Context: an optimization exercise on an open-source flow, tuned for small area and a short achievable clock period. The choices shown serve that exercise and are no tape-out recipe. Function was checked by simulation only, so behaviour that the tests miss may differ from the original. Power figures rest on the tool's default switching activity, not on a simulated workload.

**design/flow/design.v**
```verilog
module top_mips (
    input wire clk,
    input wire reset,
    output wire [31:0] imem_addr,
    input wire [31:0] imem_rdata,
    output wire [31:0] dmem_addr,
    output wire [31:0] dmem_wdata,
    output wire dmem_we,
    input wire [31:0] dmem_rdata,
    output wire [31:0] aluresout,
    output wire [31:0] shift_resultout,
    output wire [31:0] GP_DATA_INout
);
    reg [31:0] PC;
    reg [31:0] IR;
    reg [31:0] A_r;       
    reg [31:0] B_r;       
    reg [31:0] X_r;       
    reg        cin_r;     
    reg [31:0] data_out;
    reg [31:0] regs [1:31];
    reg [31:1] valid;
    wire [5:0] op    = IR[31:26];
    wire [5:0] funct = IR[5:0];
    wire [4:0] rt    = IR[20:16];
    wire [4:0] rd    = IR[15:11];
    wire [4:0] shamt = IR[10:6];
    wire [15:0] imm  = IR[15:0];
    wire op_r    = (op == 6'b000000);
    wire op_lw   = (op == 6'b100011);
    wire op_sw   = (op == 6'b101011);
    wire op_addi = (op == 6'b001000);
    wire op_andi = (op == 6'b001100);
    wire op_ori  = (op == 6'b001101);
    wire op_j    = (op == 6'b000010);
    wire op_jal  = (op == 6'b000011);
    wire op_br1  = (op == 6'b000001);
    wire op_beq  = (op == 6'b000100);
    wire op_bne  = (op == 6'b000101);
    wire op_blez = (op == 6'b000110);
    wire op_bgtz = (op == 6'b000111);
    wire op_br   = op_br1 | op_beq | op_bne | op_blez | op_bgtz;
    wire f_sub  = (funct == 6'b100010);
    wire f_and  = (funct == 6'b100100);
    wire f_or   = (funct == 6'b100101);
    wire f_xor  = (funct == 6'b100110);
    wire f_nor  = (funct == 6'b100111);
    wire f_slt  = (funct == 6'b101010) | (funct == 6'b101011);
    wire f_sll  = (funct == 6'b000000);
    wire f_srl  = (funct == 6'b000010);
    wire f_jr   = (funct == 6'b001000);
    wire f_jalr = (funct == 6'b001001);
    wire alu_and = (op_r & f_and) | op_andi;
    wire alu_or  = (op_r & f_or) | op_ori;
    wire alu_xor = op_r & f_xor;
    wire alu_nor = op_r & f_nor;
    wire alu_slt = op_r & f_slt;
    wire alu_sum = ~(alu_and | alu_or | alu_xor | alu_nor | alu_slt);
    wire [32:0] sum = {1'b0, A_r} + {1'b0, X_r} + {32'b0, cin_r};
    reg [31:0] alu;
    always @(*) begin
        alu = ({32{alu_sum}} & sum[31:0])
            | ({32{alu_and}} & (A_r & X_r))
            | ({32{alu_or}}  & (A_r | X_r))
            | ({32{alu_xor}} & (A_r ^ X_r))
            | ({32{alu_nor}} & ~(A_r | X_r));
        alu[0] = alu[0] | (alu_slt & ~sum[32]);
    end
    wire [31:0] shift = (op_r & f_srl) ? (B_r >> shamt) : (B_r << shamt);
    wire [31:0] PC4 = PC + 32'd4;
    wire [31:0] sext = {{16{imm[15]}}, imm};
    wire [31:0] btarget = PC4 + {sext[29:0], 2'b00};
    wire a_zero = (A_r == 32'b0);
    wire a_neg  = A_r[31];
    wire ab_eq  = (A_r == B_r);
    wire taken = (op_br1 & (rt[0] ^ a_neg))
               | (op_beq & ab_eq)
               | (op_bne & ~ab_eq)
               | (op_blez & (a_neg | a_zero))
               | (op_bgtz & ~a_neg & ~a_zero);
    wire jr = op_r & (f_jr | f_jalr);
    reg [31:0] next_PC;
    always @(*) begin
        if (jr)
            next_PC = A_r;
        else if (op_j | op_jal)
            next_PC = {PC4[31:28], IR[25:0], 2'b00};
        else if (op_br & taken)
            next_PC = btarget;
        else
            next_PC = PC4;
    end
    wire gp_shift = op_r & (f_sll | f_srl);
    wire gp_pc    = op_jal | (op_r & f_jalr);
    wire [31:0] gp_data = op_lw    ? data_out :
                          gp_pc    ? PC4 :
                          gp_shift ? shift : alu;
    wire gp_we = (op_r & ~f_jr) | op_lw | op_addi | op_andi | op_ori | op_jal;
    wire [4:0] cad = (op_jal | (op_r & f_jalr)) ? 5'd31 :
                     op_r ? rd : rt;
    wire [5:0] n_op    = imem_rdata[31:26];
    wire [5:0] n_funct = imem_rdata[5:0];
    wire [4:0] n_rs    = imem_rdata[25:21];
    wire [4:0] n_rt    = imem_rdata[20:16];
    wire [15:0] n_imm  = imem_rdata[15:0];
    wire n_op_r   = (n_op == 6'b000000);
    wire n_zext   = (n_op == 6'b001100) | (n_op == 6'b001101);
    wire n_alusrc = (n_op == 6'b100011) | (n_op == 6'b101011) |
                    (n_op == 6'b001000) | n_zext;
    wire n_inv    = n_op_r & ((n_funct == 6'b100010) | (n_funct == 6'b101010) |
                              (n_funct == 6'b101011));
    reg [31:0] rA, rB;
    integer i;
    always @(*) begin
        rA = 32'b0;
        rB = 32'b0;
        for (i = 1; i < 32; i = i + 1) begin
            rA = rA | ({32{(n_rs == i) & valid[i]}} & regs[i]);
            rB = rB | ({32{(n_rt == i) & valid[i]}} & regs[i]);
        end
    end
    wire [31:0] n_ext = n_zext ? {16'b0, n_imm} : {{16{n_imm[15]}}, n_imm};
    wire [31:0] n_opb = n_alusrc ? n_ext : rB;
    wire [31:0] n_x   = n_inv ? ~n_opb : n_opb;
    always @(posedge clk or posedge reset) begin
        if (reset) begin
            PC    <= 32'b0;
            IR    <= 32'b0;
            A_r   <= 32'b0;
            B_r   <= 32'b0;
            X_r   <= 32'b0;
            cin_r <= 1'b0;
        end else begin
            PC    <= next_PC;
            IR    <= imem_rdata;
            A_r   <= rA;
            B_r   <= rB;
            X_r   <= n_x;
            cin_r <= n_inv;
        end
    end
    always @(posedge clk) begin
        if (!op_sw)
            data_out <= dmem_rdata;
    end
    integer k;
    always @(posedge clk or posedge reset) begin
        if (reset)
            valid <= 31'b0;
        else
            for (k = 1; k < 32; k = k + 1)
                if (gp_we && cad == k)
                    valid[k] <= 1'b1;
    end
    integer m;
    always @(posedge clk) begin
        for (m = 1; m < 32; m = m + 1)
            if (gp_we && cad == m)
                regs[m] <= gp_data;
    end
    assign imem_addr       = PC;
    assign dmem_addr       = alu;
    assign aluresout       = alu;
    assign dmem_wdata      = B_r;
    assign dmem_we         = op_sw;
    assign shift_resultout = shift;
    assign GP_DATA_INout   = gp_data;
endmodule
```
**design/flow/run.sh**
```bash
#!/bin/bash
# synth_recipe.tcl (not shown) runs the flow's synth.tcl, then flattens the netlist and writes it again
# the make line also repeats each setting of config.mk as NAME=value (left out here)
make -C /OpenROAD-flow-scripts/flow DESIGN_CONFIG=/design/flow/config.mk WORK_HOME=/design/flow/orfs CLKGATE_MAP_FILE= SYNTH_SCRIPT=/design/flow/synth_recipe.tcl finish
```
**design/flow/config.mk**
```make
export PLATFORM = sky130hd
export DESIGN_NAME = top_mips
export DESIGN_NICKNAME = top_mips
export VERILOG_FILES = /design/flow/design.v
export SDC_FILE = /design/flow/constraint.sdc
export NUM_CORES = 4
export LEC_CHECK = 0
export ABC_CLOCK_PERIOD_IN_PS = 4000
export CAP_MARGIN = 20
export CORE_MARGIN = 2
export CORE_UTILIZATION = 50
export SETUP_SLACK_MARGIN = 5
export SLEW_MARGIN = 20
```
**design/flow/constraint.sdc**
```tcl
create_clock -name core_clock -period 10.0 [get_ports {clk}]
set_input_delay 2.0000 -clock core_clock [delete_from_list [all_inputs] [get_ports {clk}]]
set_output_delay 2.0000 -clock core_clock [all_outputs]
set_load 0.01 [all_outputs]
```
==> run notes <==
- Post-synth cell types: 89
- Critical-path cell list: buf_4 -> buf_12 -> nor2_1 -> nand2_1 -> nand2_1 -> o21ai_0 -> nor2_1 -> o21ai_4 -> a21oi_2 -> a21oi_2 -> a21boi_4 -> o21ai_4 -> buf_2
- Register area share after synthesis: 60.45%
- Pin count of the biggest net entering global routing: 143
- TritonCTS clock tree: yes
- Share of layout cells above drive strength 1: roughly 28%
- Die footprint: 0.1204 mm²
- Total Power: 0.01439 W
- Synth async-reset ratio: around 16%
- Met3 usage: about 30%
- Worst min path class: flip-flop to flip-flop
- Setup-failing EPs final: 0
- Synth Flop Type: edfxtp_1
- MaxCap Viol Count: 0
- CP Launch Type: flip-flop
- Crit share post-route: slightly above 60%
- Avg WL per Cell: 46.87 µm
- Placed cells: around 6k
- CTS Buf Count: 130
- Crit. End Element: output pin
- Pre-CTS setup slack: about 2800 ps
- First-pass GRT wire length: about 420000 µm
- Multi-input gate area: between 0.02 and 0.025 mm²
- Final estimated routing congestion in global placement: 0.9732
- Placeable Area: about 0.12 mm²
- Data arrival, critical path: roughly 4200 ps
- Post-synth top area share: a little over half
- Setup TNS: 0 ps
- Final HPWL DP: roughly 160000 µm
- Net count, final: about 5.3k
- Max FO, Critical Path: 25
- Mapped Area: between 0.05 and 0.06 mm²
- Top cells by area, synth: edfxtp_1, dfrtp_1, a22oi_1, a221oi_1, a22o_1
- Routed wire length: approximately 320000 µm
- Fin crit period: 6192 ps
- Port bufs: approximately 260
- Peak Freq: 0.1615 GHz
- WP data required: around 8000 ps
- Syn Inst Count: between 4k and 5k
- Reg clk slew, reported paths: about 60 ps
- DR vias/cell: 8.034
- Status: timing/DRC/antenna clean
- Most Crowded Layer GR: met2
- Hold_buf cts: 0
- Headroom to the max-slew limit: 13.27%
- RSZ-0062 raised after global routing: true
- Area grow syn2layout: 26.93%
- Vias: between 50k and 60k
- Vias in the first global route: around 50k
- Antenna-violating nets left: 0
- Initial Util: just over 50%
- # DRC: 0
- CP max stage delay: 540 ps
- Max Slew Vio Count: 0
- Filler Cell Count: ~8.6k
- GRT Util Overall: 51.38%
- Synthesis Warnings: 2
- Met1 usage: between 50% and 60%
- Die width: between 300 and 400 µm
- Synth Register Bits: roughly 1.2k
- Die H: about 350 µm
- Fin worst setup slack: approximately 3800 ps
- Final Core Density: between 60% and 70%
- PD cells: 192.7 mW/mm²
- Clk buf depth: 3
- Worst-Margin Slew: between 1000 and 1500 ps
- 1st-pass router iterations: 13
- Avg Inst Size Synth: approximately 13 µm²
- Post-synth EDFFs: around 1.0k
- Worst skew pair latency: roughly 790 ps
- # rows: around 130
- Initial DRC Count: ~12k
- Fin. Hold Viols: 0
- H-Tree Depth: 4
- GRT Residual Overflow: 0
- Met2 Use GR: a little under 70%
- Critical path class: flip-flop to output pin
- Post-synthesis net count: 4771
- Post-synth top area cell: edfxtp_1
- Post-route insts no fill: ~6.8k
- CTS sink count: about 1.2k
- Peak supply drop: ~0.20 mV
- Initial antenna violation count: 31
- Clock skew: between 60 and 70 ps
- # IOs: roughly 260
- Root buffer cell: clkbuf_16
- FF/Latch Area: around 0.036 mm²
- Slowest stage cell, crit path: o21ai_4
- Leak: 27.50 nW
==> metal layers <==
| layer | part of all wire (%) | wire, µm | vias to the layer above |
|---|---|---|---|
| met5 | 0.23 | 741 | - |
| met4 | 9.5 | 30380 | 34 |
| met3 | 19 | 61050 | 1913 |
| met2 | 39 | 125100 | 6480 |
| met1 | 32 | 102500 | 26491 |
| li1 | - | - | 19883 |
==> layout make-up <==
| type | instances | share of cell area, % |
|---|---|---|
| repair buffers | 784 | 10.25 |
| flip-flops and latches | 1216 | 47.68 |
| multi-input cells | 2927 | 32.99 |
| inverters | 106 | 0.5949 |
| diodes | 27 | 0.09050 |
| clock inverters | 85 | 1.245 |
| well taps | 1524 | 2.554 |
| clock buffers | 152 | 4.594 |
==> report_power, final <==
group / internal, W / switching, W / leakage, nW
registers: 0.00587 / 0.000222 / 11.9
clock network: 0.00281 / 0.00219 / 2.11
logic: 0.00135 / 0.00194 / 13.5
total: 0.0100 / 0.00436 / 27.5
==> placed cells by master, fill, tap and decap left out, types with 70 or more instances in the layout <==
master	netlist	final
a22o_1	161	160
clkdlybuf4s50_1	0	130
a221oi_1	166	163
buf_4	39	353
nand2_1	132	114
edfxtp_1	1024	1024
o21ai_0	114	70
mux2i_1	134	128
nor2_1	212	159
buf_6	1	212
nand3_1	261	256
clkbuf_16	0	133
a22oi_1	586	581
dfrtp_1	192	160
inv_1	101	87
==> through the flow <==
stage          hold slack [ps]  cell area, µm²
2_1_floorplan            439.3           59170
3_3_place_gp             454.0           63430
3_5_place_dp             456.4           63430
4_1_cts                  472.1           73050
5_1_grt                  496.1           74600
6_report                 473.5           74660
==> registers in the layout, summed over array words and instances (netlist names) <==
register	count
regs	992
cin_r	1
PC	32
IR	32
A_r	32
data_out	32
B_r	32
X_r	32
valid	31
==> Yosys cell counts (20+ instances only) <==
library cell	instances
or4_1	66
and3_1	81
nor3_1	33
xnor2_1	71
mux2i_1	134
nand3_1	261
mux4_2	47
a22oi_1	586
buf_1	37
a222oi_1	64
nand2_1	132
inv_1	101
a22o_1	161
edfxtp_1	1024
buf_4	39
a31oi_1	21
a21oi_1	124
nor2_1	212
nand4_1	51
dfrtp_1	192
a211oi_1	46
or2_2	35
ha_1	94
a221oi_1	166
a21o_1	44
clkbuf_1	292
buf_2	20
o21ai_0	114
xor2_1	62
==> final timing paths <==
kind	startpoint	to	slack, ps	cells past startpoint
max in group asynchronous	reset	A_r[18]	6770	4
min in group asynchronous	reset	IR[23]	1810	3
worst min-delay path	valid[19]	valid[19]	470	1
worst min register to register	valid[19]	valid[19]	470	1
worst max register to register	IR[1]	regs[28][28]	5200	9
worst max-delay path	IR[6]	GP_DATA_INout[3]	3810	13
==> what timing repair did <==
| item | CTS | global route |
|---|---|---|
| buffers inserted | 289 | 90 |
| pin swaps | 158 | 107 |
| gates cloned | 41 | 0 |
| setup endpoints to repair | 131 | 153 |
| gates resized for setup | 1046 | 267 |
==> kinds of logic (layout without fill, tap and decap cells) <==
family / count (synthesis) / in the layout / synth area share, %
AO/OA/AOI/OAI: 1488 / 1514 / 19.03
flip-flops: 1216 / 1216 / 60.45
AND/OR/NAND/NOR: 994 / 998 / 8.818
buffers and inverters: 495 / 1127 / 3.463
multiplexers: 185 / 185 / 4.157
XOR/XNOR: 133 / 133 / 1.981
adder cells (fa/ha/maj): 97 / 97 / 2.102
other: 0 / 27 / 0
==> worst max-delay path: cells and delay by family (launching register included) <==
kind / cells / cell delay [ps]
AOI/OAI and AO/OA: 6 / 1260
buffers and inverters: 3 / 570
DFF: 1 / 510
and+or+nand+nor: 4 / 1060

[port drivers added, routing unchanged]
How much do the figures lean on ideal ports? The routed layout below was timed once more, with nothing changed but the port constraints. Step 1, drivers: a clkbuf_16 drives clk and a buf_2 each remaining input, both assumed. Step 2 moves the port delays by t, midway between the first and last clock arrival at a register: inputs arrive t later, outputs are due t later. That takes back most of the time a late clock gives input paths. Slacks: ideal ports / drivers / drivers and shift; pairs: ideal ports / drivers.
t, ns: 0.833
slack for setup (ns): 3.808 / 3.732 / 4.111
worst setup path after step 2: input to register
slew at the worst register clock pin (ns): 0.08 / 0.08
pins driven straight from the clock port: 1
After both steps setup and hold are still met in this run. For this run, drivers alone change the setup slack by -0.076 ns; drivers and shift together by +0.303 ns.
